From an optimization exercise on the open Yosys and OpenROAD flow, aimed at small area; shortcuts taken in it are not production practice. Where RTL was checked, it was by simulation tests only, not by an equivalence proof against the original. For runs 3 and 6, only the layout was checked, not whether the RTL still works. No activity file was given, so power comes from the tool's default toggle rates.

==> design/flow/run.sh <==
#!/bin/bash
# synth_recipe.tcl (not shown) runs the flow's synth.tcl, then flattens the netlist and writes it again
# the make line also repeats each setting of config.mk as NAME=value (left out here)
make -C /OpenROAD-flow-scripts/flow DESIGN_CONFIG=/design/flow/config.mk WORK_HOME=/design/flow/orfs CLKGATE_MAP_FILE= SYNTH_SCRIPT=/design/flow/synth_recipe.tcl finish
==> design/flow/config.mk <==
export PLATFORM = sky130hd
export DESIGN_NAME = arbitrage_engine
export DESIGN_NICKNAME = arbitrage_engine
export VERILOG_FILES = /design/flow/design.v
export SDC_FILE = /design/flow/constraint.sdc
export NUM_CORES = 4
export LEC_CHECK = 0
export CAP_MARGIN = 20
export CORE_MARGIN = 2
export CORE_UTILIZATION = 40
export CTS_BUF_LIST = sky130_fd_sc_hd__clkbuf_16
export CTS_CLUSTER_DIAMETER = 500
export CTS_CLUSTER_SIZE = 100
export SLEW_MARGIN = 20
==> design/flow/constraint.sdc <==
create_clock -name core_clock -period 20.0 [get_ports {clk}]
set_input_delay 4.0000 -clock core_clock [delete_from_list [all_inputs] [get_ports {clk}]]
set_output_delay 4.0000 -clock core_clock [all_outputs]
set_load 0.01 [all_outputs]
==> design/flow/design.v <==
module arbitrage_engine (
    input  clk,
    input  rst,         
    input  uart_rx,
    output uart_tx
);
    wire      s1 = uart_rx;
    reg [8:0] rc;
    reg [3:0] rj;
    wire r_idle = ~rj[3] & rj[1] & ~rj[0];       
    wire r_stop = ~rj[3] & ~rj[1] & ~rj[0];      
    wire r_wrap = rc[8] & rc[7] & rc[5] & rc[3] & ~rc[2] & rc[1] & ~rc[0];
    wire r_ev   = rc[8] & ~rc[7] & ~rc[5] & rc[4] & ~rc[3] & rc[2] & ~rc[0];
    wire dev    = r_ev & rj[3];                  
    wire vld    = r_ev & r_stop;                 
    always @(posedge clk) begin
        if (~rst | r_idle | r_wrap) rc <= 9'd130;
        else rc <= {rc[7:0], ~(rc[8] ^ rc[3])};
        if (~rst | vld) rj <= 4'd6;
        else if (r_wrap | (r_idle & ~s1)) rj <= rj + 4'd1;
    end
    reg [2:0] ps;
    wire p_idle = ~ps[2] & ~ps[0];
    wire p_a    = ~ps[2] & ps[0];
    wire p_bh   = ps[2] & ps[0];
    wire p_b    = ps[2] & ps[1];
    wire p_ft   = ps[2] & ~ps[1];
    reg  m;
    wire m_bit = s1 ^ rj[0] ^ p_ft;              
    always @(posedge clk) begin
        if (r_idle) m <= 1'b1;
        else if (dev) m <= m & ~m_bit;
    end
    reg  [15:0] P;
    reg         br, bh;
    wire        pa   = P[0];
    wire        din  = p_b ? (s1 ^ pa ^ br) : s1;
    wire        xfer;
    wire hz    = ~|P[7:0];
    wire lz    = ~|P[15:8];
    wire eq    = hz & ~bh & lz;
    wire neg   = bh | (hz & br);                 
    wire kh    = br | (neg & lz);
    always @(posedge clk) begin
        if (~rst) ps <= 3'b000;
        else if (ps == 3'b010) ps <= 3'b101;
        else if (ps == 3'b101) ps <= 3'b000;
        else if (vld & p_ft) ps <= (m & ~eq) ? 3'b010 : 3'b000;
        else if (vld & (~p_idle | m)) ps <= {ps[1:0], ~ps[2]};
    end
    always @(posedge clk) begin
        if ((dev & ~p_ft) | xfer) P <= {din, P[15:1]};
        if (p_a | (vld & p_bh)) br <= 1'b0;
        else if (dev & p_b) br <= (~pa & (s1 | br)) | (s1 & br);
        if (vld & p_bh) bh <= br;
    end
    reg [2:0] eb;
    reg [3:0] q;
    reg [8:0] c;
    reg       txd;
    reg       f;         
    reg [15:0] R;
    reg        rneg, k;
    wire t_idle = q == 4'd3;
    wire t_en   = q == 4'd6;
    wire t_pre  = (q == 4'd4) | (q == 4'd5);
    wire t_start= q == 4'd7;
    wire t_data = q[3];
    wire nb     = c[8] & c[7] & c[6] & c[5] & c[3] & c[1] & c[0];
    wire e_idle = ~eb[1] & ~eb[0];
    wire e_sh   = ~eb[1] & eb[0];
    wire e_st   = ~eb[2] & eb[1];
    wire e_prof = eb[2];
    wire e_lo   = eb[2] & ~eb[0];
    wire pick   = ps == 3'b101;
    wire go     = t_idle & ~e_idle;
    assign xfer = e_sh & t_start & c[5] & c[4] & c[1] & c[0];
    wire rtx    = nb & t_data & e_prof;
    always @(posedge clk) begin
        if (~rst) q <= 4'd3;
        else if (pick) q <= 4'd4;
        else if (go) q <= 4'd6;
        else if (nb | (q == 4'd0) | (q == 4'd2) | t_pre | t_en) q <= q + 4'd1;
        if (~rst | nb | t_idle | t_pre | (t_en & ~f)) c <= 9'd230;
        else c <= {c[7:0], ~(c[8] ^ c[3])};
        if (~rst) f <= 1'b0;
        else if (q == 4'd2) f <= 1'b1;
        if (~rst) eb <= 3'd0;
        else if (go | pick) eb <= {eb[1] & eb[0], eb[0], ~eb[2]};
        if (xfer | rtx) R <= {pa, R[15:1]};
        if (pick) rneg <= neg;
        if (pick) k <= kh;
        else if (e_lo & t_start) k <= rneg;
        else if (rtx) k <= k & ~R[0];
    end
    wire [2:0] bi = q[2:0];
    reg  bitval;
    always @(*) begin
        if (e_sh)        bitval = bi[0];
        else if (e_st)   bitval = (bi == 3'd0) ? rneg : (bi == 3'd1) ? ~rneg : 1'b0;
        else if (e_prof) bitval = R[0] ^ rneg ^ k;
        else             bitval = ~bi[0];
    end
    always @(posedge clk) begin
        if (~rst) txd <= 1'b1;
        else if (t_data) txd <= bitval;
        else if (q == 4'd0) txd <= txd;
        else txd <= ~t_start;
    end
    assign uart_tx = txd;
endmodule
==> flow_summary.yaml, run 1 <==
yosys:
  netlist_area_sq_um: 2860
  synth-main-ff-cell: "sky130_fd_sc_hd__dfxtp_1"
  synth.avg_cell_area_sq_um: 12.2
  synth_commonest_cells: "sky130_fd_sc_hd__dfxtp_1, sky130_fd_sc_hd__edfxtp_1, sky130_fd_sc_hd__nor2_1"
  synth.top_cell.area_share_pct: 36.8
  netlist-cell-type-count: 49
  synth.yosys.seq_area_share_pct: 62.0
  synth_register_bits: 71
  synth_top_area_cell: "sky130_fd_sc_hd__edfxtp_1"
  synthesis.nets: 244
  synth_top_cells_by_area: "sky130_fd_sc_hd__edfxtp_1, sky130_fd_sc_hd__dfxtp_1, sky130_fd_sc_hd__and2_1, sky130_fd_sc_hd__ha_1, sky130_fd_sc_hd__xnor2_1"
  ys_warn_count: 1
  synthesis.instances: 235
  yosys.cell_count.top_type: "sky130_fd_sc_hd__dfxtp_1"
  synth_edf_count: 35
  synth-async-reset-ratio_pct: 0
finish:
  filler_cell_count: 612
  num-nets-final: 254
  area_growth_pct: 17.2
  instances_no_fill: 346
  antenna_cells_inserted: 0
  final_core_occ_pct: 48.7
  post_route_cells_drive_above_1_share_pct: 11.2
global_routing:
  grt.overflow.total: 0
  grt_pass1_wl_um: 7940
  antenna_found_initial: 0
  grt_max_degree: 17
  gr-usage-all-layers_pct: 13.9
  number_of_global_route_vias_before_repair: 1658
floorplanning:
  die_x_um: 88.5
  io_pins: 4
  dieArea_sq_um: 7830
  die-height_um: 88.5
  rows: 30
  core_outline_area_sq_um: 6870
  initial_utilization_pct: 41.6
timing:
  setup_tns_after_final_layout_ps: 0
  max-slew-margin-rel_pct: 51.6
  clock.fmax_mhz: 186
  finalSetupViolations: 0
  timing.final.hold_violations: 0
  timing.final.crit_share_pct: 26.8
  rsz_0062_raised_after_global_routing: "false"
  clock_skew_ps: 5.04
  maxSlewViolCount: 0
  period_needed_ps: 5370
  actual_transition_at_the_worst_max_transition_pin_ps: 724
clock_network:
  ctsHoldBuffers: 0
  cts.repair_timing.setup_buffer_count: 0
  clock_insertion_delay_worst_skew_ps: 330
  cts_num_sinks: 71
  cts-buffers-inserted: 9
  ctsHtreeMaxLevel: 3
  tritoncts: "done"
  post_cts_resized: 0
  worst_setup_hold_path_clk_slew_ps: 50
  max-clock-path-buffers: 2
  root_buffer: "sky130_fd_sc_hd__clkbuf_16"
min_path:
  hold_depth: 0
  hold_path_startpoint: "R[10]"
  hold_endpoint: "R[9]"
  hold_path_class: "reg -> reg"
power:
  lkg_pwr_uw: 0.00116
  worst_ir_drop_vdd_uv: 51.5
  power_per_cell_area_nw_per_um2: 118
worst_setup_path:
  worst-endpoint-required_ps: 20190
  crit_path_max_fo: 11
  critPathArrivalTime_ps: 5550
  regToRegStartpoint: "q[0]"
  worst-r2r-setup-slack_ps: 17690
  startpoint_type: "input port"
  critical_path.reg2reg.endpoint: "P[8]"
  path_type_of_the_worst_setup_path: "in -> reg"
  r2r.worst_path.cells: 5
  critical_path.endpoint_type: "flip-flop"
place:
  dpl.hpwl_um: 3210
  place_inst: 330
  gp_routability_congestion: 0.886
  buffer_ports.inserted: 3
drt:
  via_cell_ratio: 5.15
  first_pass_iters: 4
  post_drt_wl_per_cell_um: 14.0
  finalWirelength_um: 4830
  dr.first_iter.drc_count: 81
  drc_errors: 0
  route.vias.total: 1781
  ant_nets: 0
job:
  timing.max_cap.violations: 0
outcome:
  run_status: "complete, no violations"
-- state kept, by name, summed over array words and instances, names as in the netlist --
register and count:
P 16, R 16, bh 1, br 1, c 9, eb 3
f 1, k 1, m 1, ps 3, q 4, rc 9
rj 4, rneg 1, txd 1
-- final cells by class --
type | instances | area (sq um) | share of cell area, %
Sequential cell | 71 | 1770 | 52.9
Timing Repair Buffer | 5 | 45.0 | 1.35
Clock inverter | 5 | 76.3 | 2.28
Clock buffer | 11 | 275 | 8.22
Tap cell | 96 | 120 | 3.59
Inverter | 8 | 30.0 | 0.897
Multi-Input combinational cell | 150 | 1030 | 30.8
-- power breakdown --
part	leakage [uW]	switching (uW)	internal, uW
Combinational	0.000385	21.6	20.1
Sequential	0.000602	10.7	162
Clock	0.000178	57.9	124
-- how the worst max path moves through the flow --
stage,startpoint,end,slack (ps),cells past startpoint
6_report,rst,txd,14630,4
3_5_place_dp,rst,txd,14340,4
3_3_place_gp,rst,txd,14400,4
4_1_cts,rst,txd,14670,4
5_1_grt,rst,txd,14540,4
2_1_floorplan,rst,txd,15060,4
-- metrics by stage --
stage	power [uW]	worst slack, ps	instance area [sq um]	hold WS [ps]
detailed placement	216	14340	3000	405
CTS	400	14670	3350	416
global route	412	14540	3350	419
floorplan	206	15060	2860	386
finish	396	14630	3350	413
global placement	217	14400	3000	395
-- layout by cell type (no fill, tap or decap), drive strengths merged, types with 4 or more instances in the layout --
master,n
a211oi,4
a21oi,8
a31oi,4
and2,14
clkbuf,11
dfxtp,36
edfxtp,35
ha,5
inv,9
mux2i,5
nand2,13
nand2b,9
nand3,5
nand4,4
nor2,16
nor4,6
o21ai,9
or3b,4
xnor2,7
-- critical path: stages --
cell                              delay, ps
sky130_fd_sc_hd__clkdlybuf4s50_1        740
sky130_fd_sc_hd__clkinv_1               380
sky130_fd_sc_hd__nor4_1                 370
sky130_fd_sc_hd__a31oi_1                 60
-- per-layer routing --
| metal | wire, um | track usage, % | part of all wire, % |
|---|---|---|---|
| met2 | 2170 | 21.3 | 45 |
| met1 | 2390 | 17.2 | 49 |
| met5 | 0 | 0 | 0 |
| met3 | 188 | 5.97 | 3.9 |
| met4 | 83 | 6.06 | 1.7 |
-- kinds of logic after synthesis --
family / share of synthesized area (%)
mux: 1.75
simple gates: 18.7
compound gates: 10.5
flops: 62.0
fa+ha+maj: 2.89
xor+xnor: 2.15
buf+inv: 1.93
==> run 2: changes to the inputs <==
==> design/flow/flow/run.sh (new file) <==
#!/bin/bash
# Standard layout with default settings; keeps a log of each step.
set -e
export CTS_ARGS="-sink_clustering_enable -repair_clock_nets -dont_use_dummy_load -buf_list sky130_fd_sc_hd__clkbuf_4"
bash standard.sh synth > synth.log 2>&1
bash standard.sh finish > finish.log 2>&1
==> design/flow/standard.sh (new file) <==
#!/bin/bash
# synth_recipe.tcl (not shown) runs the flow's synth.tcl, then flattens the netlist and writes it again
# the make line also repeats each setting of config.mk as NAME=value (left out here)
make -C /OpenROAD-flow-scripts/flow DESIGN_CONFIG=/design/flow/config.mk WORK_HOME=/design/flow/orfs CLKGATE_MAP_FILE= SYNTH_SCRIPT=/design/flow/synth_recipe.tcl "${@:-finish}"
--- a/design/flow/config.mk
+++ b/design/flow/config.mk
@@ -10,5 +10,2 @@
 export CORE_UTILIZATION = 40
-export CTS_BUF_LIST = sky130_fd_sc_hd__clkbuf_16
-export CTS_CLUSTER_DIAMETER = 500
-export CTS_CLUSTER_SIZE = 100
 export SLEW_MARGIN = 20
removed: design/flow/run.sh
==> run 2 against run 1 <==
Net effect: first-iteration DRC count unchanged; sequential share of layout area rose by 4.9 points; combinational power about the same; die area did not move; synthesized cell count unchanged; global-route usage decreased by 0.45 points; cell count fell by 2.0%; highest routed layer unchanged.
==> flow_summary.yaml, run 2 <==
timing:
  setup_slack_ps: 14700
  rsz_0062_raised_after_global_routing: "false"
  setup_tns_after_final_layout_ps: 0
  finalSetupViolations: 0
  clock_skew_ps: 34.5
  timing.final.crit_share_pct: 26.5
  period_needed_ps: 5300
  actual_transition_at_the_worst_max_transition_pin_ps: 716
  timing.final.hold_violations: 0
  maxSlewViolCount: 0
  max-slew-margin-rel_pct: 52.1
  clock.fmax_mhz: 189
clock_network:
  max-clock-path-buffers: 2
  cts_num_sinks: 71
  ctsHoldBuffers: 0
  cts-buffers-inserted: 9
  cts.repair_timing.setup_buffer_count: 0
  post_cts_resized: 0
  clock_insertion_delay_worst_skew_ps: 400
  root_buffer: "sky130_fd_sc_hd__clkbuf_4"
  ctsHtreeMaxLevel: 3
  tritoncts: "done"
  worst_setup_hold_path_clk_slew_ps: 100
drt:
  highest_layer_used_for_signal_routing: "met4"
  dr_wl_met3_um: 194
  finalWirelength_um: 4760
  met1_length_um: 2330
  met2_wirelength_um: 2180
  first_pass_iters: 4
  dr.first_iter.drc_count: 81
  route.vias.total: 1759
  post_drt_wl_per_cell_um: 14.0
  via_cell_ratio: 5.19
  drc_errors: 0
  ant_nets: 0
yosys:
  synth_commonest_cells: "sky130_fd_sc_hd__dfxtp_1, sky130_fd_sc_hd__edfxtp_1, sky130_fd_sc_hd__nor2_1"
  synthesis.nets: 244
  portion_of_netlist_area_occupied_by_mux_cells_pct: 1.75
  synth.yosys.seq_area_share_pct: 62.0
  synth_top_cells_by_area: "sky130_fd_sc_hd__edfxtp_1, sky130_fd_sc_hd__dfxtp_1, sky130_fd_sc_hd__and2_1, sky130_fd_sc_hd__ha_1, sky130_fd_sc_hd__xnor2_1"
  netlist-cell-type-count: 49
  synth_top_area_cell: "sky130_fd_sc_hd__edfxtp_1"
  synth_register_bits: 71
  synth.avg_cell_area_sq_um: 12.2
  synth_top_family_by_area: "simple AND/OR/NAND/NOR gates"
  synth_edf_count: 35
  synth.top_cell.area_share_pct: 36.8
  netlist_area_sq_um: 2860
  synth-async-reset-ratio_pct: 0
  ys_warn_count: 1
  synth-simple-area-share_pct: 18.7
  synth_compound_gate_area_share_pct: 10.5
  synth-main-ff-cell: "sky130_fd_sc_hd__dfxtp_1"
  yosys.cell_count.top_type: "sky130_fd_sc_hd__dfxtp_1"
  synthesis.instances: 235
  synth-xor-area-share_pct: 2.15
  synth-adder-area-share_pct: 2.89
worst_setup_path:
  r2r.worst_path.cells: 5
  path_type_of_the_worst_setup_path: "in -> reg"
  crit_path_max_fo: 11
  critPathTopFamily: "buffers and inverters"
  max_stage_delay_ps: 750
  crit_path_cell_trace: "clkdlybuf4s50_1 > clkinv_1 > nor4_1 > a31oi_1"
  startpoint_type: "input port"
  critical_path.endpoint_type: "flip-flop"
  critPathArrivalTime_ps: 5540
  worst-endpoint-required_ps: 20240
  cpMaxStageDelayCell: "sky130_fd_sc_hd__clkdlybuf4s50_1"
  worst-r2r-setup-slack_ps: 17710
  worstPathBufferInverterCount: 2
  critical_path.reg2reg.endpoint: "P[1]"
  regToRegStartpoint: "q[0]"
outcome:
  run_status: "complete, no violations"
min_path:
  hold_path_class: "reg -> reg"
  hold_endpoint: "R[9]"
  hold_depth: 0
  hold_path_startpoint: "R[10]"
power:
  p_switching_uw: 73.7
  comb_power_share_pct: 15.0
  switching_share_pct: 26.7
  power_frac_seq_pct: 62.3
  power_per_cell_area_nw_per_um2: 90.1
  worst_ir_drop_vdd_uv: 38.4
  internal_power_uw: 202
  lkg_pwr_uw: 0.00103
  clock_group_share_of_total_power_pct: 22.7
finish:
  instances_no_fill: 339
  area_growth_pct: 7.27
  antenna_cells_inserted: 0
  layout.cells.most_common_list: "sky130_fd_sc_hd__dfxtp_1, sky130_fd_sc_hd__edfxtp_1, sky130_fd_sc_hd__nor2_1"
  top_regs: "P x16, R x16"
  mostFrequentLayoutCell: "sky130_fd_sc_hd__dfxtp_1"
  num-nets-final: 254
  post_route_cells_drive_above_1_share_pct: 9.05
  final_core_occ_pct: 44.6
  final_design_area_no_fill_sq_um: 3060
floorplanning:
  rows: 30
  io_pins: 4
  die_x_um: 88.5
  core_outline_area_sq_um: 6870
  die-height_um: 88.5
  dieArea_sq_um: 7830
  initial_utilization_pct: 41.6
place:
  dpl_worst_slack_ps: 14340
  buffer_ports.inserted: 3
  post_dp_area_sq_um: 3000
  place_inst: 330
  dpl.hpwl_um: 3210
  gp_routability_congestion: 0.886
global_routing:
  grt_max_degree: 17
  grt_pass1_wl_um: 7780
  gr-usage-all-layers_pct: 13.4
  number_of_global_route_vias_before_repair: 1620
  antenna_found_initial: 0
  grt.overflow.total: 0
job:
  timing.max_cap.violations: 0
==> run 2: metal layers <==
metal / GRT usage [%] / vias to the layer above
met1: 16.9 / 841
met2: 20.6 / 26
li1: - / 888
met5: 0 / -
met4: 4.27 / 0
met3: 6.34 / 4
==> run 2: power by group through the flow <==
stage	Clock (uW)	Combinational [uW]	Sequential (uW)
2_1_floorplan	0	35.7	171
3_3_place_gp	0	41.4	175
3_5_place_dp	0	41.5	175
4_1_cts	65.5	41.7	172
5_1_grt	72.0	45.9	174
6_report	62.7	41.5	172
==> run 2: cell type report <==
class	count	area, sq um
Timing Repair Buffer	5	45.0
Tap cell	96	120
Inverter	8	30.0
Clock buffer	9	67.6
Fill cell	641	3800
Multi-Input combinational cell	150	1030
Sequential cell	71	1770
==> run 2: how the worst max path moves through the flow <==
stage / slack (ps) / startpoint / cells after the start / to
after floorplan: 15060 / rst / 4 / txd
after global placement: 14400 / rst / 4 / txd
after detailed placement: 14340 / rst / 4 / txd
after CTS: 14700 / txd / 1 / uart_tx
after global routing: 14620 / rst / 4 / txd
final: 14700 / rst / 4 / txd
==> run 2: per-stage QoR <==
stage / hold slack (ps) / total power [uW]
final: 408 / 276
after global routing: 411 / 292
after CTS: 407 / 279
after detailed placement: 405 / 216
after global placement: 395 / 217
after floorplan: 386 / 206
==> run 2: kinds of logic (layout without fill, tap and decap cells) <==
family                   count (synthesis)  in the layout
adder cells (fa/ha/maj)                  6              6
AO/OA/AOI/OAI                           40             40
buffers and inverters                   14             22
AND/OR/NAND/NOR                         92             92
flip-flops                              71             71
multiplexers                             5              5
XOR/XNOR                                 7              7
==> run 3: changes to the inputs <==
--- a/design/flow/design.v
+++ b/design/flow/design.v
@@ -60,3 +60,2 @@
     reg       txd;
-    reg       f;         
     reg [15:0] R;
@@ -68,3 +67,3 @@
     wire t_data = q[3];
-    wire nb     = c[8] & c[7] & c[6] & c[5] & c[3] & c[1] & c[0];
+    wire nb     = c[8] & ~c[7] & c[6] & c[5] & c[4] & ~c[3] & ~c[2] & ~c[0];
     wire e_idle = ~eb[1] & ~eb[0];
@@ -76,3 +75,3 @@
     wire go     = t_idle & ~e_idle;
-    assign xfer = e_sh & t_start & c[5] & c[4] & c[1] & c[0];
+    assign xfer = e_sh & t_start & ~c[4] & c[3] & ~c[2] & c[1] & ~c[0];
     wire rtx    = nb & t_data & e_prof;
@@ -83,6 +82,5 @@
         else if (nb | (q == 4'd0) | (q == 4'd2) | t_pre | t_en) q <= q + 4'd1;
-        if (~rst | nb | t_idle | t_pre | (t_en & ~f)) c <= 9'd230;
+        if (~rst | nb) c <= 9'd0;
+        else if (t_idle | t_pre | t_en) c <= {8'd0, c[0]};
         else c <= {c[7:0], ~(c[8] ^ c[3])};
-        if (~rst) f <= 1'b0;
-        else if (q == 4'd2) f <= 1'b1;
         if (~rst) eb <= 3'd0;
==> design/flow/flow/run.sh (replaced) <==
#!/bin/bash
# Layout flow: the standard synthesis, then its combinational logic
# re-mapped for area (flip-flops untouched, result proven equivalent),
# then the standard ORFS flow with a clock tree without dummy loads and
# minimum-size port buffers.
set -euo pipefail
LIB=$FLOW_HOME/platforms/sky130hd/lib/sky130_fd_sc_hd__tt_025C_1v80.lib
YOSYS=$(command -v yosys || true)
if [[ -z "$YOSYS" ]]; then YOSYS=$FLOW_HOME/../tools/install/yosys/bin/yosys; fi
RES=orfs/results/sky130hd/arbitrage_engine/base

bash standard.sh synth > standard_synth.log 2>&1

cp $RES/1_2_yosys.v std_netlist.v
if python3 flow/filt_lib.py $LIB filt.lib > filt_lib.log 2>&1 \
   && $YOSYS -s flow/resyn.ys > resyn.log 2>&1 \
   && bash flow/eqcheck.sh std_netlist.v resyn.v filt.lib $YOSYS > eqcheck.log 2>&1; then
  cp resyn.v $RES/1_2_yosys.v
  rm -f $RES/1_synth.odb $RES/1_synth.sdc
  echo "using re-mapped netlist" > netlist_choice.log
else
  echo "re-mapping failed or not proven; using the standard netlist" > netlist_choice.log
fi
rm -f filt.lib

bash standard.sh \
  "CTS_ARGS=-sink_clustering_enable -repair_clock_nets -dont_use_dummy_load -buf_list sky130_fd_sc_hd__clkbuf_4" \
  "BUFFER_PORTS_ARGS=-buffer_cell sky130_fd_sc_hd__buf_1" \
  finish > standard_finish.log 2>&1
==> design/flow/flow/abc_area.scr (new file) <==
&get -n
&st
&synch2
&dch -f
&nf -a
&put
mfs2
strash
&get -n
&dch -f
&nf -a
&put
mfs2
strash
&get -n
&dch -f
&nf -a
&put
==> design/flow/flow/eqcheck.sh (new file) <==
#!/bin/bash
# eqcheck.sh GOLD GATE LIB YOSYS: prove that GATE computes the same
# next-state and output functions as GOLD (flip-flops matched by name).
G=$1; T=$2; LIB=$3; Y=$4
sed -E 's/\b_([0-9]+)_\b/o_\1_/g' $G > eq_gold.v
sed -E 's/\b_([0-9]+)_\b/g_\1_/g' $T > eq_gate.v
cat > eq.ys <<EOS
read_liberty -ignore_miss_func $LIB
read_verilog eq_gold.v
rename arbitrage_engine gold
read_verilog eq_gate.v
rename arbitrage_engine gate
setattr -mod -set keep_hierarchy 0 gold gate
flatten gold gate
opt_clean
equiv_make gold gate equiv
hierarchy -top equiv
equiv_simple -undef
equiv_induct -undef
equiv_status -assert
EOS
$Y -s eq.ys
==> design/flow/flow/filt_lib.py (new file) <==
# Copy a Liberty file, leaving out the platform's don't-use cells
# (probe, lpflow, bleeder), so ABC cannot map onto them.
import re, sys
src, dst = sys.argv[1], sys.argv[2]
t = open(src).read()
pat = re.compile(r'\n\s*cell\s*\(\s*"?(\w+)"?\s*\)\s*\{')
cells = list(pat.finditer(t))
def cell_end(s, start):
    depth = 0
    i = s.index('{', start)
    while True:
        c = s[i]
        if c == '{':
            depth += 1
        elif c == '}':
            depth -= 1
            if depth == 0:
                return i + 1
        i += 1
out = [t[:cells[0].start()]]
for m in cells:
    e = cell_end(t, m.start())
    if not re.search(r'probe|lpflow|bleeder', m.group(1)):
        out.append(t[m.start():e])
out.append('\n}\n')
open(dst, 'w').write(''.join(out))
==> design/flow/flow/resyn.ys (new file) <==
# Re-map the combinational logic of the standard synthesis for area.
# Flip-flops stay as they are (same instances, names and cell types).
read_liberty -ignore_miss_func filt.lib
blackbox sky130_fd_sc_hd__df* sky130_fd_sc_hd__edf* sky130_fd_sc_hd__sdf* sky130_fd_sc_hd__sedf* sky130_fd_sc_hd__dl* sky130_fd_sc_hd__conb_1
read_verilog std_netlist.v
hierarchy -top arbitrage_engine
flatten
opt_clean
abc -liberty filt.lib -script flow/abc_area.scr
opt_clean -purge
splitnets
opt_clean -purge
rename -enumerate
tee -o resyn_stat.txt stat -liberty filt.lib
select arbitrage_engine
write_verilog -noattr -noexpr -nohex -nodec -selected resyn.v
==> run 3 against run 2 <==
Net effect: synthesized cell count down 8.1%; final area down 6.2%; cell count is 9.7% lower; still clean; clock-buffer cell count is the same; via count decreased by 3.8%; clock power is 3% lower; critical path type unchanged; fmax grew 0.75%; sequential share of layout area increased by 3.1 points; total power fell by 22%.
==> flow_summary.yaml, run 3 <==
worst_setup_path:
  max_stage_delay_ps: 610
  worstPathBufferInverterCount: 2
  critPathTopFamily: "simple AND/OR/NAND/NOR gates"
  r2r.worst_path.cells: 4
  critPathArrivalTime_ps: 5590
  crit_path_max_fo: 13
  worstSetupPathDepth: 4
  critical_path.endpoint_type: "flip-flop"
  startpoint_type: "input port"
  worst-endpoint-required_ps: 20330
  crit_path_cell_trace: "buf_1 > clkinv_1 > nor3b_1 > and2_0"
  cpMaxStageDelayCell: "sky130_fd_sc_hd__nor3b_1"
  path_type_of_the_worst_setup_path: "in -> reg"
timing:
  finalSetupViolations: 0
  clock_skew_ps: 21.8
  clock.fmax_mhz: 190
  period_needed_ps: 5260
  setup_tns_after_final_layout_ps: 0
  setup_slack_ps: 14740
  max-slew-margin-rel_pct: 45.1
  actual_transition_at_the_worst_max_transition_pin_ps: 813
  timing.final.crit_share_pct: 26.3
  timing.final.hold_violations: 0
  maxSlewViolCount: 0
  rsz_0062_raised_after_global_routing: "false"
floorplanning:
  rows: 29
  io_pins: 4
  core_outline_area_sq_um: 6420
  dieArea_sq_um: 7400
  initial_utilization_pct: 41.9
  die-height_um: 86.0
  die_x_um: 86.0
drt:
  dr.first_iter.drc_count: 72
  post_drt_wl_per_cell_um: 14.5
  via_cell_ratio: 5.53
  finalWirelength_um: 4440
  route.vias.total: 1692
  first_pass_iters: 4
  ant_nets: 0
  drc_errors: 0
finish:
  antenna_cells_inserted: 0
  post_route_cells_drive_above_1_share_pct: 4.37
  layout.cells.most_common_list: "sky130_fd_sc_hd__edfxtp_1, sky130_fd_sc_hd__dfxtp_1, sky130_fd_sc_hd__and2_0"
  area_growth_pct: 6.78
  top_regs: "P x16, R x16"
  num-nets-final: 234
place:
  buffer_ports.inserted: 3
  dpl_worst_slack_ps: 14300
  dpl.hpwl_um: 3020
  gp_routability_congestion: 0.767
power:
  lkg_pwr_uw: 0.000936
  power_per_cell_area_nw_per_um2: 74.7
  worst_ir_drop_vdd_uv: 40.3
global_routing:
  grt_max_degree: 17
  grt.overflow.total: 0
  grt_pass1_wl_um: 7320
  gr-usage-all-layers_pct: 13.0
  antenna_found_initial: 0
  number_of_global_route_vias_before_repair: 1527
clock_network:
  cts-buffers-inserted: 9
  ctsHtreeMaxLevel: 3
  ctsHoldBuffers: 0
  clock_insertion_delay_worst_skew_ps: 390
  max-clock-path-buffers: 2
  tritoncts: "done"
  worst_setup_hold_path_clk_slew_ps: 90
  post_cts_resized: 0
  root_buffer: "sky130_fd_sc_hd__clkbuf_4"
  cts_num_sinks: 70
  cts.repair_timing.setup_buffer_count: 0
yosys:
  synth.avg_cell_area_sq_um: 12.5
  synthesis.nets: 219
  ys_warn_count: 1
  netlist_area_sq_um: 2690
  synthesis.instances: 216
outcome:
  run_status: "complete, no violations"
min_path:
  hold_depth: 1
  hold_path_class: "reg -> reg"
job:
  timing.max_cap.violations: 0
[run 3: area by class of cell]
class / instances / area [sq um]
clock buffer: 9 / 67.6
fill: 582 / 3550
inverter: 5 / 18.8
multi-input combinational: 141 / 922
sequential: 70 / 1750
tap: 77 / 96.3
timing repair buffer: 4 / 18.8
[run 3: power by group]
group	total, uW	switching (uW)	internal [uW]
Clock	60.9	40.0	20.9
Combinational	3.23	1.82	1.41
Sequential	151	0.917	150
[run 3: stage by stage]
stage,instances,utilization [%],area [sq um],hold slack [ps],total power (uW)
after floorplan,216,-,2690,391,156
after global placement,297,43.7,2810,396,157
after detailed placement,297,43.7,2810,405,157
after CTS,306,44.8,2880,429,218
after global routing,306,44.8,2880,436,225
final,306,44.8,2880,425,215
[run 3: final timing paths]
check         from    end  slack, ps
max            rst   c[4]      14740
min          rc[6]  rc[7]        430
max reg2reg   c[3]   R[0]      17650
min reg2reg  rc[6]  rc[7]        430
[run 3: per-layer routing]
layer / global-route usage (%) / part of all wire, % / wire length [um] / vias up
met5: 0 / 0 / 0 / -
met2: 17.8 / 43 / 1920 / 26
li1: - / - / - / 852
met1: 18.2 / 51 / 2270 / 809
met3: 6.06 / 4.4 / 196 / 5
met4: 4.47 / 1.3 / 57 / 0
==> run 4: changes to the inputs <==
--- a/design/flow/design.v
+++ b/design/flow/design.v
@@ -60,2 +60,3 @@
     reg       txd;
+    reg       f;         
     reg [15:0] R;
@@ -67,3 +68,3 @@
     wire t_data = q[3];
-    wire nb     = c[8] & ~c[7] & c[6] & c[5] & c[4] & ~c[3] & ~c[2] & ~c[0];
+    wire nb     = c[8] & c[7] & c[6] & c[5] & c[3] & c[1] & c[0];
     wire e_idle = ~eb[1] & ~eb[0];
@@ -75,3 +76,3 @@
     wire go     = t_idle & ~e_idle;
-    assign xfer = e_sh & t_start & ~c[4] & c[3] & ~c[2] & c[1] & ~c[0];
+    assign xfer = e_sh & t_start & c[5] & c[4] & c[1] & c[0];
     wire rtx    = nb & t_data & e_prof;
@@ -82,5 +83,6 @@
         else if (nb | (q == 4'd0) | (q == 4'd2) | t_pre | t_en) q <= q + 4'd1;
-        if (~rst | nb) c <= 9'd0;
-        else if (t_idle | t_pre | t_en) c <= {8'd0, c[0]};
+        if (~rst | nb | t_idle | t_pre | (t_en & ~f)) c <= 9'd230;
         else c <= {c[7:0], ~(c[8] ^ c[3])};
+        if (~rst) f <= 1'b0;
+        else if (q == 4'd2) f <= 1'b1;
         if (~rst) eb <= 3'd0;
==> run 4 against run 3 <==
Net effect: still clean; synthesized cell count up 0.46%; routed wire length down 6.8%; setup slack better by 170 ps; hold slack worse by 28 ps; utilization down 0.52 points; via count down 5.7%; critical path depth unchanged; non-clock buffer count unchanged; combinational power down 12%; first-iteration DRC count down 1.4%.
==> flow_summary.yaml, run 4 <==
clock_network:
  clock_insertion_delay_worst_skew_ps: 390
  cts_num_sinks: 71
  max-clock-path-buffers: 2
  post_cts_resized: 0
  cts.repair_timing.setup_buffer_count: 0
  ctsHtreeMaxLevel: 3
  tritoncts: "done"
  cts-buffers-inserted: 9
  ctsHoldBuffers: 0
  worst_setup_hold_path_clk_slew_ps: 110
  root_buffer: "sky130_fd_sc_hd__clkbuf_4"
worst_setup_path:
  worst-endpoint-required_ps: 20240
  crit_path_max_fo: 17
  regToRegStartpoint: "q[0]"
  startpoint_type: "input port"
  critPathArrivalTime_ps: 5330
  worst_setup_path_startpoint: "rst"
  critical_path.endpoint_type: "flip-flop"
  path_type_of_the_worst_setup_path: "in -> reg"
drt:
  post_drt_wl_per_cell_um: 13.5
  ant_nets: 0
  via_cell_ratio: 5.20
  finalWirelength_um: 4140
  route.vias.total: 1595
  dr.first_iter.drc_count: 71
  drc_errors: 0
  first_pass_iters: 4
timing:
  finalSetupViolations: 0
  actual_transition_at_the_worst_max_transition_pin_ps: 710
  timing.final.hold_violations: 0
  period_needed_ps: 5090
  worst_hold_slack_across_all_endpoints_ps: 397
  max-slew-margin-rel_pct: 52.2
  timing.final.crit_share_pct: 25.5
  maxSlewViolCount: 0
  clock.fmax_mhz: 196
  setup_tns_after_final_layout_ps: 0
  clock_skew_ps: 34.6
  rsz_0062_raised_after_global_routing: "false"
  setup_slack_ps: 14910
power:
  lkg_pwr_uw: 0.000938
  power_per_cell_area_nw_per_um2: 77.8
  fin_total_pwr_uw: 217
  worst_ir_drop_vdd_uv: 34.4
job:
  timing.max_cap.violations: 0
global_routing:
  grt_max_degree: 18
  gr-usage-all-layers_pct: 13.1
  grt_pass1_wl_um: 7150
  antenna_found_initial: 0
  grt.overflow.total: 0
  number_of_global_route_vias_before_repair: 1496
floorplanning:
  initial_utilization_pct: 41.4
  rows: 29
  dieArea_sq_um: 7190
  die_x_um: 84.8
  die-height_um: 84.8
  core_outline_area_sq_um: 6310
  io_pins: 4
place:
  post_dp_area_sq_um: 2730
  dpl_worst_slack_ps: 14480
  buffer_ports.inserted: 3
  dpl.hpwl_um: 2770
  gp_routability_congestion: 0.738
finish:
  mostFrequentLayoutCell: "sky130_fd_sc_hd__dfxtp_1"
  antenna_cells_inserted: 0
  num-nets-final: 235
  area_growth_pct: 7.00
  layout.cells.most_common_list: "sky130_fd_sc_hd__dfxtp_1, sky130_fd_sc_hd__edfxtp_1, sky130_fd_sc_hd__nand2_1"
  filler_cell_count: 604
  post_route_cells_drive_above_1_share_pct: 4.35
  top_regs: "P x16, R x16"
  final_design_area_no_fill_sq_um: 2790
yosys:
  ys_warn_count: 1
  netlist_area_sq_um: 2610
  synth.avg_cell_area_sq_um: 12.0
  synthesis.instances: 217
  synthesis.nets: 220
min_path:
  hold_path_class: "reg -> reg"
  hold_path_startpoint: "R[7]"
outcome:
  run_status: "complete, no violations"
==> run 4: power breakdown <==
part | switching, uW | internal (uW)
registers | 0.713 | 152
clock network | 41.0 | 21.0
logic | 1.65 | 1.18
==> run 4: path summary, 6_finish.rpt <==
kind                            cells after the start  slack [ps]  endpoint
worst min-delay path                                0         400      R[6]
worst max register to register                      5       18020     eb[2]
worst max-delay path                                4       14910      c[2]
worst min register to register                      0         400      R[6]
==> run 4: worst max-delay path: stages <==
cell                       delay, ps
sky130_fd_sc_hd__buf_1           500
sky130_fd_sc_hd__nand2_1         140
sky130_fd_sc_hd__nor3_1          580
sky130_fd_sc_hd__nand2b_1        110
==> run 4: metrics by stage <==
stage | cells | util [%]
after floorplan | 217 | -
after CTS | 307 | 44.3
after detailed placement | 298 | 43.2
after global routing | 307 | 44.3
after global placement | 298 | 43.2
final | 307 | 44.3
==> run 4: cell type report <==
type | count | area, sq um | area share [%]
timing repair buffer | 4 | 18.8 | 0.672
clock buffer | 9 | 67.6 | 2.42
tap | 77 | 96.3 | 3.45
inverter | 5 | 18.8 | 0.672
multi-input combinational | 141 | 821 | 29.4
sequential | 71 | 1770 | 63.4
==> run 4: layer usage <==
metal  global-route usage, %  up-vias  share of wire (%)
met5                       0        -                  0
met4                    4.91        0               0.87
met3                    6.19        4                3.5
met2                    17.5       14                 44
met1                    18.4      750                 52
li1                        -      827                  -
==> run 5: changes to the inputs <==
--- a/design/flow/design.v
+++ b/design/flow/design.v
@@ -59,4 +59,2 @@
     reg [8:0] c;
-    reg       txd;
-    reg       f;         
     reg [15:0] R;
@@ -68,3 +66,3 @@
     wire t_data = q[3];
-    wire nb     = c[8] & c[7] & c[6] & c[5] & c[3] & c[1] & c[0];
+    wire nb     = c[8] & ~c[7] & c[6] & c[5] & c[4] & ~c[3] & ~c[2] & ~c[0];
     wire e_idle = ~eb[1] & ~eb[0];
@@ -75,16 +73,19 @@
     wire pick   = ps == 3'b101;
+    wire e_wait = eb[2] & ~eb[1];
+    wire t_extra= q == 4'd0;
     wire go     = t_idle & ~e_idle;
-    assign xfer = e_sh & t_start & c[5] & c[4] & c[1] & c[0];
-    wire rtx    = nb & t_data & e_prof;
+    assign xfer = e_sh & t_start & ~c[4] & c[3] & ~c[2] & c[1] & ~c[0];
+    wire rtx    = e_prof & ((nb & t_data & ~(q[2:0] == 3'd7)) | t_extra);
     always @(posedge clk) begin
         if (~rst) q <= 4'd3;
-        else if (pick) q <= 4'd4;
+        else if (e_wait) q <= 4'd4;
         else if (go) q <= 4'd6;
         else if (nb | (q == 4'd0) | (q == 4'd2) | t_pre | t_en) q <= q + 4'd1;
-        if (~rst | nb | t_idle | t_pre | (t_en & ~f)) c <= 9'd230;
+        if (~rst | nb) c <= 9'd0;
+        else if (t_idle | t_pre | t_en) c <= {8'd0, c[0]};
         else c <= {c[7:0], ~(c[8] ^ c[3])};
-        if (~rst) f <= 1'b0;
-        else if (q == 4'd2) f <= 1'b1;
         if (~rst) eb <= 3'd0;
-        else if (go | pick) eb <= {eb[1] & eb[0], eb[0], ~eb[2]};
+        else if (pick) eb <= 3'b100;
+        else if (e_wait) eb <= 3'b001;
+        else if (go) eb <= {eb[1] & eb[0], eb[0], ~eb[2]};
         if (xfer | rtx) R <= {pa, R[15:1]};
@@ -95,3 +96,3 @@
     end
-    wire [2:0] bi = q[2:0];
+    wire [2:0] bi = t_extra ? 3'd7 : q[2:0];
     reg  bitval;
@@ -103,9 +104,3 @@
     end
-    always @(posedge clk) begin
-        if (~rst) txd <= 1'b1;
-        else if (t_data) txd <= bitval;
-        else if (q == 4'd0) txd <= txd;
-        else txd <= ~t_start;
-    end
-    assign uart_tx = txd;
+    assign uart_tx = (t_data | t_extra) ? bitval : ~t_start;
 endmodule
==> run 5 against run 4 <==
Net effect: still clean on timing, DRC and antenna; clock-buffer cell count stayed put; register-to-register slack worse by 120 ps; cell count is 1.3% higher; first-iteration DRC count is 37% lower; sequential share of layout area is 1.4 points lower; synthesized cell count is 1.8% higher; die area stayed put; global-route usage is 0.49 points lower; total power is 18% higher; combinational power grew to 12 times the previous value; critical endpoint is now uart_tx; largest cell class unchanged; largest power group unchanged.
==> flow_summary.yaml, run 5 <==
finish:
  layout.cells.most_common_list: "sky130_fd_sc_hd__edfxtp_1, sky130_fd_sc_hd__dfxtp_1, sky130_fd_sc_hd__nand2_1"
  post_route_cells_drive_above_1_share_pct: 4.27
  mostFrequentLayoutCell: "sky130_fd_sc_hd__edfxtp_1"
  final_design_area_no_fill_sq_um: 2790
  top_regs: "P x16, R x16"
  filler_cell_count: 607
  final_core_occ_pct: 44.3
  antenna_cells_inserted: 0
  area_growth_pct: 7.00
  num-nets-final: 239
drt:
  first_pass_iters: 4
  post_drt_wl_per_cell_um: 13.1
  finalWirelength_um: 4080
  dr.first_iter.drc_count: 45
  ant_nets: 0
  route.vias.total: 1655
  drc_errors: 0
  via_cell_ratio: 5.32
min_path:
  hold_depth: 1
  hold_path_startpoint: "rc[6]"
  hold_path_class: "reg -> reg"
  hold_endpoint: "rc[7]"
worst_setup_path:
  critical_path.reg2reg.endpoint: "R[14]"
  worst-r2r-setup-slack_ps: 17900
  critical_path.endpoint_type: "output pin"
  worst-endpoint-required_ps: 16000
  crit_path_max_fo: 8
  regToRegStartpoint: "eb[1]"
  r2r.worst_path.cells: 5
  path_type_of_the_worst_setup_path: "reg -> out"
  startpoint_type: "flip-flop"
  critPathArrivalTime_ps: 1720
floorplanning:
  rows: 29
  core_outline_area_sq_um: 6310
  initial_utilization_pct: 41.4
  dieArea_sq_um: 7190
  die_x_um: 84.8
  io_pins: 4
  die-height_um: 84.8
timing:
  rsz_0062_raised_after_global_routing: "false"
  finalSetupViolations: 0
  timing.final.hold_violations: 0
  period_needed_ps: 5720
  maxSlewViolCount: 0
  clock.fmax_mhz: 175
  clock_skew_ps: 25.7
  timing.final.crit_share_pct: 28.6
  worst_hold_slack_across_all_endpoints_ps: 420
  actual_transition_at_the_worst_max_transition_pin_ps: 771
  setup_tns_after_final_layout_ps: 0
  max-slew-margin-rel_pct: 48.2
yosys:
  synth.avg_cell_area_sq_um: 11.8
  netlist_area_sq_um: 2610
  synthesis.instances: 221
  synthesis.nets: 224
  ys_warn_count: 1
global_routing:
  gr-usage-met2_pct: 17.2
  number_of_global_route_vias_before_repair: 1481
  grt_pass1_wl_um: 6960
  grt.overflow.total: 0
  grt_max_degree: 17
  antenna_found_initial: 0
  globalRouteMet1Util_pct: 17.8
  globalRoute.busiestLayer: "met1"
  global_route.usage.met3_pct: 5.31
  gr-usage-all-layers_pct: 12.6
clock_network:
  ctsHoldBuffers: 0
  cts-buffers-inserted: 9
  worst_setup_hold_path_clk_slew_ps: 100
  cts.repair_timing.setup_buffer_count: 0
  tritoncts: "done"
  post_cts_resized: 0
  root_buffer: "sky130_fd_sc_hd__clkbuf_4"
  cts_num_sinks: 69
  ctsHtreeMaxLevel: 3
  clock_insertion_delay_worst_skew_ps: 390
  max-clock-path-buffers: 2
power:
  lkg_pwr_uw: 0.000959
  worst_ir_drop_vdd_uv: 44.2
  power_per_cell_area_nw_per_um2: 91.6
  fin_total_pwr_uw: 256
place:
  buffer_ports.inserted: 3
  gp_routability_congestion: 0.781
  post_dp_area_sq_um: 2730
  dpl.hpwl_um: 2740
outcome:
  run_status: "complete, no violations"
job:
  timing.max_cap.violations: 0
==> run 5: per-layer routing <==
layer,vias to the layer above,wire (um)
met1,792,2170
met5,-,0
li1,838,-
met2,20,1700
met3,5,147
met4,0,66
==> run 5: cell type report <==
| type | count | area (sq um) | area share [%] |
|---|---|---|---|
| well taps | 77 | 96.3 | 3.45 |
| inverters | 9 | 33.8 | 1.21 |
| clock buffers | 9 | 67.6 | 2.42 |
| repair buffers | 4 | 18.8 | 0.672 |
| multi-input cells | 143 | 846 | 30.3 |
| flip-flops and latches | 69 | 1730 | 62.0 |
==> run 5: per-stage QoR <==
step / setup slack (ps) / cells
2_1_floorplan: 14830 / 221
3_3_place_gp: 14700 / 302
3_5_place_dp: 14690 / 302
4_1_cts: 14240 / 311
5_1_grt: 14140 / 311
6_report: 14280 / 311
==> run 5: worst max path at each step <==
stage	startpoint	end	slack (ps)	cells after the start
2_1_floorplan	q[2]	uart_tx	14830	2
5_1_grt	q[0]	uart_tx	14140	6
3_3_place_gp	q[2]	uart_tx	14700	3
6_report	q[2]	uart_tx	14280	3
3_5_place_dp	q[2]	uart_tx	14690	3
4_1_cts	q[2]	uart_tx	14240	3
==> run 5: power by group <==
part	leakage [uW]	internal [uW]	switching, uW
clock	0.0000414	20.9	39.2
sequential	0.000585	153	8.32
combinational	0.000332	13.9	20.5
total	0.000959	188	68.1
==> run 5: critical path, cell delays in order, from the launching register on <==
cell and delay [ps]:
sky130_fd_sc_hd__dfxtp_1 390, sky130_fd_sc_hd__or4_1 580, sky130_fd_sc_hd__a22o_1 250, sky130_fd_sc_hd__buf_1 120
==> run 6: changes to the inputs <==
--- a/design/flow/design.v
+++ b/design/flow/design.v
@@ -11,4 +11,3 @@
     wire r_stop = ~rj[3] & ~rj[1] & ~rj[0];      
-    wire r_wrap = rc[8] & rc[7] & rc[5] & rc[3] & ~rc[2] & rc[1] & ~rc[0];
-    wire r_ev   = rc[8] & ~rc[7] & ~rc[5] & rc[4] & ~rc[3] & rc[2] & ~rc[0];
+    wire r_ev   = ~rc[8] & rc[7] & rc[6] & ~rc[5] & ~rc[3] & ~rc[1] & ~rc[0];
     wire dev    = r_ev & rj[3];                  
@@ -16,6 +15,7 @@
     always @(posedge clk) begin
-        if (~rst | r_idle | r_wrap) rc <= 9'd130;
+        if (~rst | r_idle) rc <= 9'd103;
+        else if (r_ev) rc <= 9'd79;
         else rc <= {rc[7:0], ~(rc[8] ^ rc[3])};
         if (~rst | vld) rj <= 4'd6;
-        else if (r_wrap | (r_idle & ~s1)) rj <= rj + 4'd1;
+        else if (r_ev | (r_idle & ~s1)) rj <= rj + 4'd1;
     end
@@ -47,3 +47,3 @@
         else if (ps == 3'b101) ps <= 3'b000;
-        else if (vld & p_ft) ps <= (m & ~eq) ? 3'b010 : 3'b000;
+        else if (vld & p_ft) ps <= m ? 3'b010 : 3'b000;
         else if (vld & (~p_idle | m)) ps <= {ps[1:0], ~ps[2]};
@@ -72,3 +72,3 @@
     wire e_lo   = eb[2] & ~eb[0];
-    wire pick   = ps == 3'b101;
+    wire pick   = (ps == 3'b101) & ~eq;
     wire e_wait = eb[2] & ~eb[1];
--- a/design/flow/flow/run.sh
+++ b/design/flow/flow/run.sh
@@ -2,5 +2,5 @@
 # Layout flow: the standard synthesis, then its combinational logic
-# re-mapped for area (flip-flops untouched, result proven equivalent),
-# then the standard ORFS flow with a clock tree without dummy loads and
-# minimum-size port buffers.
+# re-mapped for area (flip-flops untouched; each accepted netlist is
+# proven equivalent to the standard one), then the standard ORFS flow
+# with a clock tree without dummy loads and minimum-size port buffers.
 set -euo pipefail
@@ -14,6 +14,8 @@
 cp $RES/1_2_yosys.v std_netlist.v
+grep "Chip area" orfs/reports/sky130hd/arbitrage_engine/base/synth_stat.txt > std_stat.txt || echo "Chip area 999999" > std_stat.txt
 if python3 flow/filt_lib.py $LIB filt.lib > filt_lib.log 2>&1 \
-   && $YOSYS -s flow/resyn.ys > resyn.log 2>&1 \
-   && bash flow/eqcheck.sh std_netlist.v resyn.v filt.lib $YOSYS > eqcheck.log 2>&1; then
-  cp resyn.v $RES/1_2_yosys.v
+   && bash flow/remap.sh std_netlist.v $YOSYS 4 > remap.log 2>&1 \
+   && ! cmp -s std_netlist.v best.v \
+   && bash flow/eqcheck.sh std_netlist.v best.v filt.lib $YOSYS > eqcheck.log 2>&1; then
+  cp best.v $RES/1_2_yosys.v
   rm -f $RES/1_synth.odb $RES/1_synth.sdc
@@ -23,3 +25,3 @@
 fi
-rm -f filt.lib
+rm -f filt.lib try_*.v cur.v eq_gold.v eq_gate.v
 
==> design/flow/flow/abc_1.scr (new file) <==
&get -n
&st
&dch -f
&nf -a
&put
mfs2
strash
&get -n
&dch -f
&nf -a
&put
==> design/flow/flow/abc_2.scr (new file) <==
&get -n
&st
&syn2
&dch -f
&nf -a
&put
mfs2
strash
&get -n
&syn2
&dch -f
&nf -a
&put
==> design/flow/flow/abc_3.scr (new file) <==
&get -n
&st
&dc2
&dch -f
&nf -a
&put
mfs2
strash
&get -n
&dc2
&dch -f
&nf -a
&put
==> design/flow/flow/abc_4.scr (new file) <==
strash
dch -f
map -a
mfs2
strash
dch -f
map -a
==> design/flow/flow/abc_5.scr (new file) <==
&get -n
&st
&synch2
&dch -f
&nf -a
&put
mfs2
strash
&get -n
&synch2
&dch -f
&nf -a
&put
mfs2
strash
&get -n
&dch -f
&nf -a
&put
==> design/flow/flow/abc_6.scr (new file) <==
strash
dc2
dch -f
map -a
mfs2
strash
dc2
dch -f
map -a
==> design/flow/flow/abc_7.scr (new file) <==
&get -n
&st
&synch2
&dch -f
&nf -a
&put
mfs2
strash
&get -n
&dch -f
&nf -a
&put
mfs2
strash
&get -n
&dch -f
&nf -a
&put
==> design/flow/flow/abc_8.scr (new file) <==
strash
dch -f
amap
mfs2
strash
&get -n
&dch -f
&nf -a
&put
==> design/flow/flow/remap.sh (new file) <==
#!/bin/bash
# remap.sh STD_NETLIST YOSYS ROUNDS: repeatedly re-map the combinational
# logic with several ABC scripts, keep the smallest netlist, write best.v.
STD=$1; Y=$2; ROUNDS=$3
cp $STD best.v
best=$(awk '/Chip area/ {print $NF}' std_stat.txt)
for r in $(seq 1 $ROUNDS); do
  cp best.v cur.v
  for s in 1 2 3 4 5 6 7 8; do
    sed -e "s#IN_NETLIST#cur.v#; s#SCRIPT#flow/abc_$s.scr#; s#OUT_STAT#try_$s.txt#; s#OUT_NETLIST#try_$s.v#" flow/remap.ys > try_$s.ys
    rm -f try_$s.txt try_$s.v
    $Y -q -s try_$s.ys > try_$s.log 2>&1 || continue
    a=$(awk '/Chip area/ {print $NF}' try_$s.txt)
    flops=$(grep -c 'sky130_fd_sc_hd__e\?dfxtp' try_$s.v || true)
    echo "round $r script $s area $a flops $flops"
    # a failed ABC run leaves no logic; only accept netlists proven equivalent
    if [[ -n "$a" ]] && awk -v a=$a -v b=$best 'BEGIN{exit !(a < b)}' \
       && bash flow/eqcheck.sh $STD try_$s.v filt.lib $Y > try_eq.log 2>&1; then
      best=$a; cp try_$s.v best.v; echo "  accepted"
    fi
  done
done
echo "best $best"
==> design/flow/flow/remap.ys (new file) <==
# Re-map the combinational logic of IN_NETLIST with ABC script SCRIPT.
# Flip-flops stay as they are (same instances, names and cell types).
read_liberty -ignore_miss_func filt.lib
blackbox sky130_fd_sc_hd__df* sky130_fd_sc_hd__edf* sky130_fd_sc_hd__sdf* sky130_fd_sc_hd__sedf* sky130_fd_sc_hd__dl* sky130_fd_sc_hd__conb_1
read_verilog IN_NETLIST
hierarchy -top arbitrage_engine
flatten
opt_clean
abc -liberty filt.lib -script SCRIPT
opt_clean -purge
splitnets
opt_clean -purge
rename -enumerate
tee -o OUT_STAT stat -liberty filt.lib
select arbitrage_engine
write_verilog -noattr -noexpr -nohex -nodec -selected OUT_NETLIST
removed: design/flow/flow/abc_area.scr
removed: design/flow/flow/resyn.ys
==> run 6 against run 5 <==
Net effect: combinational power is 12% higher; synthesized cell count is 1.8% lower; register-to-register slack worse by 250 ps; routed wire length is 4.7% higher; sequential power is 2% higher; still clean on timing, DRC and antenna; total power is 3.5% higher; clock-buffer cell count stayed put; critical path depth is 3 higher; die area is 0.18% lower; sequential share of layout area is 0.055 points lower; clock power is 1% higher; utilization hardly changed.
==> flow_summary.yaml, run 6 <==
clock_network:
  cts_num_sinks: 69
  ctsHoldBuffers: 0
  clock_insertion_delay_worst_skew_ps: 390
  cts.repair_timing.setup_buffer_count: 0
  root_buffer: "sky130_fd_sc_hd__clkbuf_4"
  post_cts_resized: 0
  tritoncts: "done"
  max-clock-path-buffers: 2
  worst_setup_hold_path_clk_slew_ps: 90
  cts-buffers-inserted: 9
  ctsHtreeMaxLevel: 3
yosys:
  synth.avg_cell_area_sq_um: 12.0
  netlist_area_sq_um: 2610
  ys_warn_count: 1
  synthesis.instances: 217
  synthesis.nets: 220
drt:
  ant_nets: 0
  post_drt_wl_per_cell_um: 13.9
  route.vias.total: 1661
  dr.first_iter.drc_count: 79
  drc_errors: 0
  via_cell_ratio: 5.39
  first_pass_iters: 4
  finalWirelength_um: 4280
timing:
  timing.final.hold_violations: 0
  actual_transition_at_the_worst_max_transition_pin_ps: 731
  maxSlewViolCount: 0
  finalSetupViolations: 0
  clock.fmax_mhz: 168
  setup_tns_after_final_layout_ps: 0
  period_needed_ps: 5960
  rsz_0062_raised_after_global_routing: "false"
  max-slew-margin-rel_pct: 51.1
  clock_skew_ps: 33.4
  timing.final.crit_share_pct: 29.8
global_routing:
  grt_pass1_wl_um: 7260
  number_of_global_route_vias_before_repair: 1485
  gr-usage-all-layers_pct: 13.0
  antenna_found_initial: 0
  grt_max_degree: 17
  grt.overflow.total: 0
finish:
  seqCellArea_sq_um: 1730
  filler_cell_count: 621
  multi_input_comb_area_sq_um: 852
  final_design_area_no_fill_sq_um: 2800
  area_growth_pct: 7.30
  post_route_cells_drive_above_1_share_pct: 4.76
  instances_no_fill: 308
  mostFrequentLayoutCell: "sky130_fd_sc_hd__edfxtp_1"
  num-nets-final: 236
  top_regs: "P x16, R x16"
  antenna_cells_inserted: 0
  layout.cells.most_common_list: "sky130_fd_sc_hd__edfxtp_1, sky130_fd_sc_hd__dfxtp_1, sky130_fd_sc_hd__nor2_1"
worst_setup_path:
  critical_path.endpoint_type: "output pin"
  critical_path.reg2reg.endpoint: "P[12]"
  worst-r2r-setup-slack_ps: 17650
  r2r.worst_path.cells: 5
  path_type_of_the_worst_setup_path: "reg -> out"
  startpoint_type: "flip-flop"
  regToRegStartpoint: "rc[3]"
  worst-endpoint-required_ps: 16000
  crit_path_max_fo: 12
  critPathArrivalTime_ps: 1960
floorplanning:
  dieArea_sq_um: 7180
  rows: 29
  initial_utilization_pct: 41.3
  io_pins: 4
  core_outline_area_sq_um: 6310
  die_x_um: 84.7
  die-height_um: 84.7
min_path:
  hold_depth: 0
  hold_endpoint: "R[10]"
  hold_path_class: "reg -> reg"
  hold_path_startpoint: "R[11]"
outcome:
  run_status: "complete, no violations"
place:
  post_dp_area_sq_um: 2730
  buffer_ports.inserted: 3
  gp_routability_congestion: 0.834
  place_inst: 299
  dpl.hpwl_um: 2850
power:
  power_per_cell_area_nw_per_um2: 94.7
  lkg_pwr_uw: 0.000940
  worst_ir_drop_vdd_uv: 40.6
job:
  timing.max_cap.violations: 0
==> run 6: layout make-up <==
cell class / instances / area share, %
clock buffers: 9 / 2.42
inverters: 6 / 0.805
multi-input cells: 142 / 30.5
flip-flops and latches: 69 / 61.9
well taps: 77 / 3.45
repair buffers: 5 / 0.940
==> run 6: report_power, final <==
group | switching, uW | internal [uW] | leakage, uW
sequential | 10.7 | 154 | 0.000585
combinational | 22.6 | 16.0 | 0.000313
clock | 40.2 | 20.9 | 0.0000414
==> run 6: critical path, cell delays in order (launching register included) <==
cell and delay (ps):
sky130_fd_sc_hd__dfxtp_1 420, sky130_fd_sc_hd__nor4_1 480, sky130_fd_sc_hd__or3_1 180, sky130_fd_sc_hd__a21oi_1 50, sky130_fd_sc_hd__o32ai_1 220, sky130_fd_sc_hd__o31ai_1 110, sky130_fd_sc_hd__buf_1 150
==> run 6: worst max-delay path by stage <==
stage / startpoint / endpoint / slack, ps / cells after the start
2_1_floorplan: q[0] / uart_tx / 14660 / 5
3_3_place_gp: q[0] / uart_tx / 14450 / 6
3_5_place_dp: q[0] / uart_tx / 14440 / 6
4_1_cts: q[0] / uart_tx / 14020 / 6
5_1_grt: q[0] / uart_tx / 13860 / 6
6_report: q[0] / uart_tx / 14040 / 6
==> run 6: per-layer routing <==
layer | wire length [um] | GRT usage [%] | vias to the layer above
met5 | 0 | 0 | -
met1 | 2220 | 18.8 | 790
met3 | 168 | 5.41 | 4
met4 | 47 | 5.34 | 0
met2 | 1840 | 17.3 | 30
li1 | - | - | 837
==> run 6: through the flow <==
| step | setup slack (ps) | total power, uW | hold WS, ps | util, % |
|---|---|---|---|---|
| 5_1_grt | 13860 | 280 | 423 | 44.3 |
| 3_3_place_gp | 14450 | 207 | 402 | 43.2 |
| 3_5_place_dp | 14440 | 206 | 408 | 43.2 |
| 4_1_cts | 14020 | 267 | 418 | 44.3 |
| 2_1_floorplan | 14660 | 197 | 400 | - |
| 6_report | 14040 | 265 | 416 | 44.3 |
==> run 7: changes to the inputs <==
--- a/design/flow/design.v
+++ b/design/flow/design.v
@@ -11,3 +11,4 @@
     wire r_stop = ~rj[3] & ~rj[1] & ~rj[0];      
-    wire r_ev   = ~rc[8] & rc[7] & rc[6] & ~rc[5] & ~rc[3] & ~rc[1] & ~rc[0];
+    wire r_wrap = rc[8] & rc[7] & rc[5] & rc[3] & ~rc[2] & rc[1] & ~rc[0];
+    wire r_ev   = rc[8] & ~rc[7] & ~rc[5] & rc[4] & ~rc[3] & rc[2] & ~rc[0];
     wire dev    = r_ev & rj[3];                  
@@ -15,7 +16,6 @@
     always @(posedge clk) begin
-        if (~rst | r_idle) rc <= 9'd103;
-        else if (r_ev) rc <= 9'd79;
+        if (~rst | r_idle | r_wrap) rc <= 9'd130;
         else rc <= {rc[7:0], ~(rc[8] ^ rc[3])};
         if (~rst | vld) rj <= 4'd6;
-        else if (r_ev | (r_idle & ~s1)) rj <= rj + 4'd1;
+        else if (r_wrap | (r_idle & ~s1)) rj <= rj + 4'd1;
     end
@@ -47,3 +47,3 @@
         else if (ps == 3'b101) ps <= 3'b000;
-        else if (vld & p_ft) ps <= m ? 3'b010 : 3'b000;
+        else if (vld & p_ft) ps <= (m & ~eq) ? 3'b010 : 3'b000;
         else if (vld & (~p_idle | m)) ps <= {ps[1:0], ~ps[2]};
@@ -72,3 +72,3 @@
     wire e_lo   = eb[2] & ~eb[0];
-    wire pick   = (ps == 3'b101) & ~eq;
+    wire pick   = ps == 3'b101;
     wire e_wait = eb[2] & ~eb[1];
--- a/design/flow/flow/run.sh
+++ b/design/flow/flow/run.sh
@@ -16,3 +16,3 @@
 if python3 flow/filt_lib.py $LIB filt.lib > filt_lib.log 2>&1 \
-   && bash flow/remap.sh std_netlist.v $YOSYS 4 > remap.log 2>&1 \
+   && bash flow/remap.sh std_netlist.v $YOSYS 3 > remap.log 2>&1 \
    && ! cmp -s std_netlist.v best.v \
==> run 7 against run 6 <==
Net effect: still clean on timing, DRC and antenna; clock-buffer cell count unchanged; final area decreased by 1.3%; synthesized area decreased by 1.1%; total power decreased by 5.2%; global-route usage increased by 0.53 points; non-clock buffer count decreased by 1; sequential share of layout area increased by 0.79 points; combinational power decreased by 21%.
==> flow_summary.yaml, run 7 <==
floorplanning:
  dieArea_sq_um: 7100
  rows: 29
  die-height_um: 84.3
  die_x_um: 84.3
  core_outline_area_sq_um: 6280
  initial_utilization_pct: 41.1
  io_pins: 4
yosys:
  synthesis.nets: 222
  netlist_area_sq_um: 2580
  synth.avg_cell_area_sq_um: 11.8
  synthesis.instances: 219
  ys_warn_count: 1
clock_network:
  cts.repair_timing.setup_buffer_count: 0
  tritoncts: "done"
  ctsHtreeMaxLevel: 3
  cts_num_sinks: 69
  worst_setup_hold_path_clk_slew_ps: 80
  post_cts_resized: 0
  root_buffer: "sky130_fd_sc_hd__clkbuf_4"
  max-clock-path-buffers: 2
  cts-buffers-inserted: 9
  ctsHoldBuffers: 0
  clock_insertion_delay_worst_skew_ps: 410
job:
  timing.max_cap.violations: 0
power:
  worst_ir_drop_vdd_uv: 44.5
  lkg_pwr_uw: 0.000937
  power_per_cell_area_nw_per_um2: 90.9
  fin_total_pwr_uw: 251
worst_setup_path:
  worst_setup_path_startpoint: "q[2]"
  worst-endpoint-required_ps: 16000
  startpoint_type: "flip-flop"
  regToRegStartpoint: "c[7]"
  critical_path.endpoint_type: "output pin"
  critPathArrivalTime_ps: 1850
  crit_path_cell_trace: "nor4_1 > o22ai_1 > a22o_1 > a21oi_1 > nor3_1 > buf_1"
  cpMaxStageDelayCell: "sky130_fd_sc_hd__nor4_1"
  crit_path_max_fo: 7
  r2r.worst_path.cells: 5
  max_stage_delay_ps: 420
  worst-r2r-setup-slack_ps: 17840
  crit_path_end: "uart_tx"
  critical_path.reg2reg.endpoint: "R[15]"
  path_type_of_the_worst_setup_path: "reg -> out"
global_routing:
  grt.overflow.total: 0
  grt_max_degree: 17
  antenna_found_initial: 0
  number_of_global_route_vias_before_repair: 1540
  gr-usage-all-layers_pct: 13.6
  grt_pass1_wl_um: 7460
place:
  buffer_ports.inserted: 3
  dpl.hpwl_um: 2890
  gp_routability_congestion: 0.856
drt:
  ant_nets: 0
  first_pass_iters: 4
  post_drt_wl_per_cell_um: 13.7
  dr.first_iter.drc_count: 93
  drc_errors: 0
  finalWirelength_um: 4220
  route.vias.total: 1644
  via_cell_ratio: 5.32
timing:
  period_needed_ps: 5850
  actual_transition_at_the_worst_max_transition_pin_ps: 661
  rsz_0062_raised_after_global_routing: "false"
  timing.final.crit_share_pct: 29.2
  worst_hold_slack_across_all_endpoints_ps: 414
  max-slew-margin-rel_pct: 55.6
  finalSetupViolations: 0
  timing.final.hold_violations: 0
  clock_skew_ps: 35.1
  setup_tns_after_final_layout_ps: 0
  maxSlewViolCount: 0
  clock.fmax_mhz: 171
outcome:
  run_status: "complete, no violations"
min_path:
  hold_depth: 1
  hold_path_startpoint: "rc[6]"
  hold_path_class: "reg -> reg"
finish:
  seqCellArea_sq_um: 1730
  num-nets-final: 237
  antenna_cells_inserted: 0
  multi_input_comb_area_sq_um: 828
  mostFrequentLayoutCell: "sky130_fd_sc_hd__edfxtp_1"
  top_regs: "P x16, R x16"
  layout.cells.most_common_list: "sky130_fd_sc_hd__edfxtp_1, sky130_fd_sc_hd__dfxtp_1, sky130_fd_sc_hd__nand2_1"
  area_growth_pct: 7.08
  post_route_cells_drive_above_1_share_pct: 4.31
  filler_cell_count: 600
==> run 7: cell types whose count changed in the layout (fill, tap and decap cells not counted), moves of 4 or more <==
cell / change
sky130_fd_sc_hd__and2_0: +7
sky130_fd_sc_hd__nand2_1: +6
sky130_fd_sc_hd__nand4_1: -5
sky130_fd_sc_hd__nor4_1: +5
sky130_fd_sc_hd__a31oi_1: -4
sky130_fd_sc_hd__nor3_1: +4
==> run 7: worst min path at each step <==
| stage | to | slack, ps |
|---|---|---|
| after CTS | rc[7] | 420 |
| after floorplan | rc[7] | 390 |
| after global placement | rc[7] | 400 |
| final | rc[7] | 410 |
| after detailed placement | R[11] | 400 |
| after global routing | R[14] | 430 |
==> run 7: worst max-delay path: cells and delay by family, from the launching register on <==
family          cells  cell delay [ps]
compound gates      3              500
buf+inv             1              130
flops               1              370
simple gates        2              480
==> run 7: power breakdown <==
group | switching [uW] | leakage (uW) | internal [uW]
clock | 39.6 | 0.0000414 | 20.9
combinational | 18.8 | 0.000304 | 11.7
sequential | 7.30 | 0.000592 | 153
==> run 7: layout make-up <==
type,count,area share [%]
sequential,69,62.7
multi-input combinational,145,30.0
tap,77,3.49
clock buffer,9,2.45
timing repair buffer,4,0.680
inverter,5,0.680
==> run 7: per-layer routing <==
metal | track usage (%) | wire (um) | vias to the layer above
met5 | 0 | 0 | -
li1 | - | - | 829
met1 | 18.7 | 2210 | 782
met3 | 4.23 | 134 | 7
met4 | 7.92 | 68 | 0
met2 | 18.8 | 1800 | 26
==> run 7: stage by stage <==
stage | cell area, sq um | setup WS (ps) | utilization, % | std cells
2_1_floorplan | 2580 | 14780 | - | 219
3_3_place_gp | 2690 | 14610 | 42.9 | 300
3_5_place_dp | 2690 | 14570 | 42.9 | 300
4_1_cts | 2760 | 14140 | 44.0 | 309
5_1_grt | 2760 | 13920 | 44.0 | 309
6_report | 2760 | 14150 | 44.0 | 309

port drivers added, routing unchanged:
No port has a modelled driver above. Below, the same layouts with a new extraction and two added sets of constraints. Step 1: set_driving_cell puts a clkbuf_16 on clk and a buf_2 on each other input, an assumption about the parent block. Step 2 adds t to the input delays and takes it off the output delays; t is the mean of the earliest and latest rising clock arrival at the registers after step 1. Input paths then give back, and output paths get back, about the clock's delay inside the block. Three values: no drivers, after step 1, after step 2; two values: the first two.
run	t, ns	slack for setup (ns)	worst setup path at the end	cell pins on the clock port's net
run 1	0.360	14.635 / 14.651 / 14.290	input to register	1
run 2	0.414	14.700 / 14.700 / 14.292	input to register	1
run 3	0.406	14.740 / 14.740 / 14.333	input to register	1
run 4	0.404	14.906 / 14.908 / 14.503	input to register	1
run 5	0.400	14.276 / 14.251 / 14.651	register to output	1
run 6	0.402	14.037 / 14.012 / 14.414	register to output	1
run 7	0.412	14.152 / 14.127 / 14.539	register to output	1
After both steps every run listed still meets setup and hold. The setup slack of run 2, which loses most, moves by 0.000 ns with the drivers and by -0.408 ns with both steps.
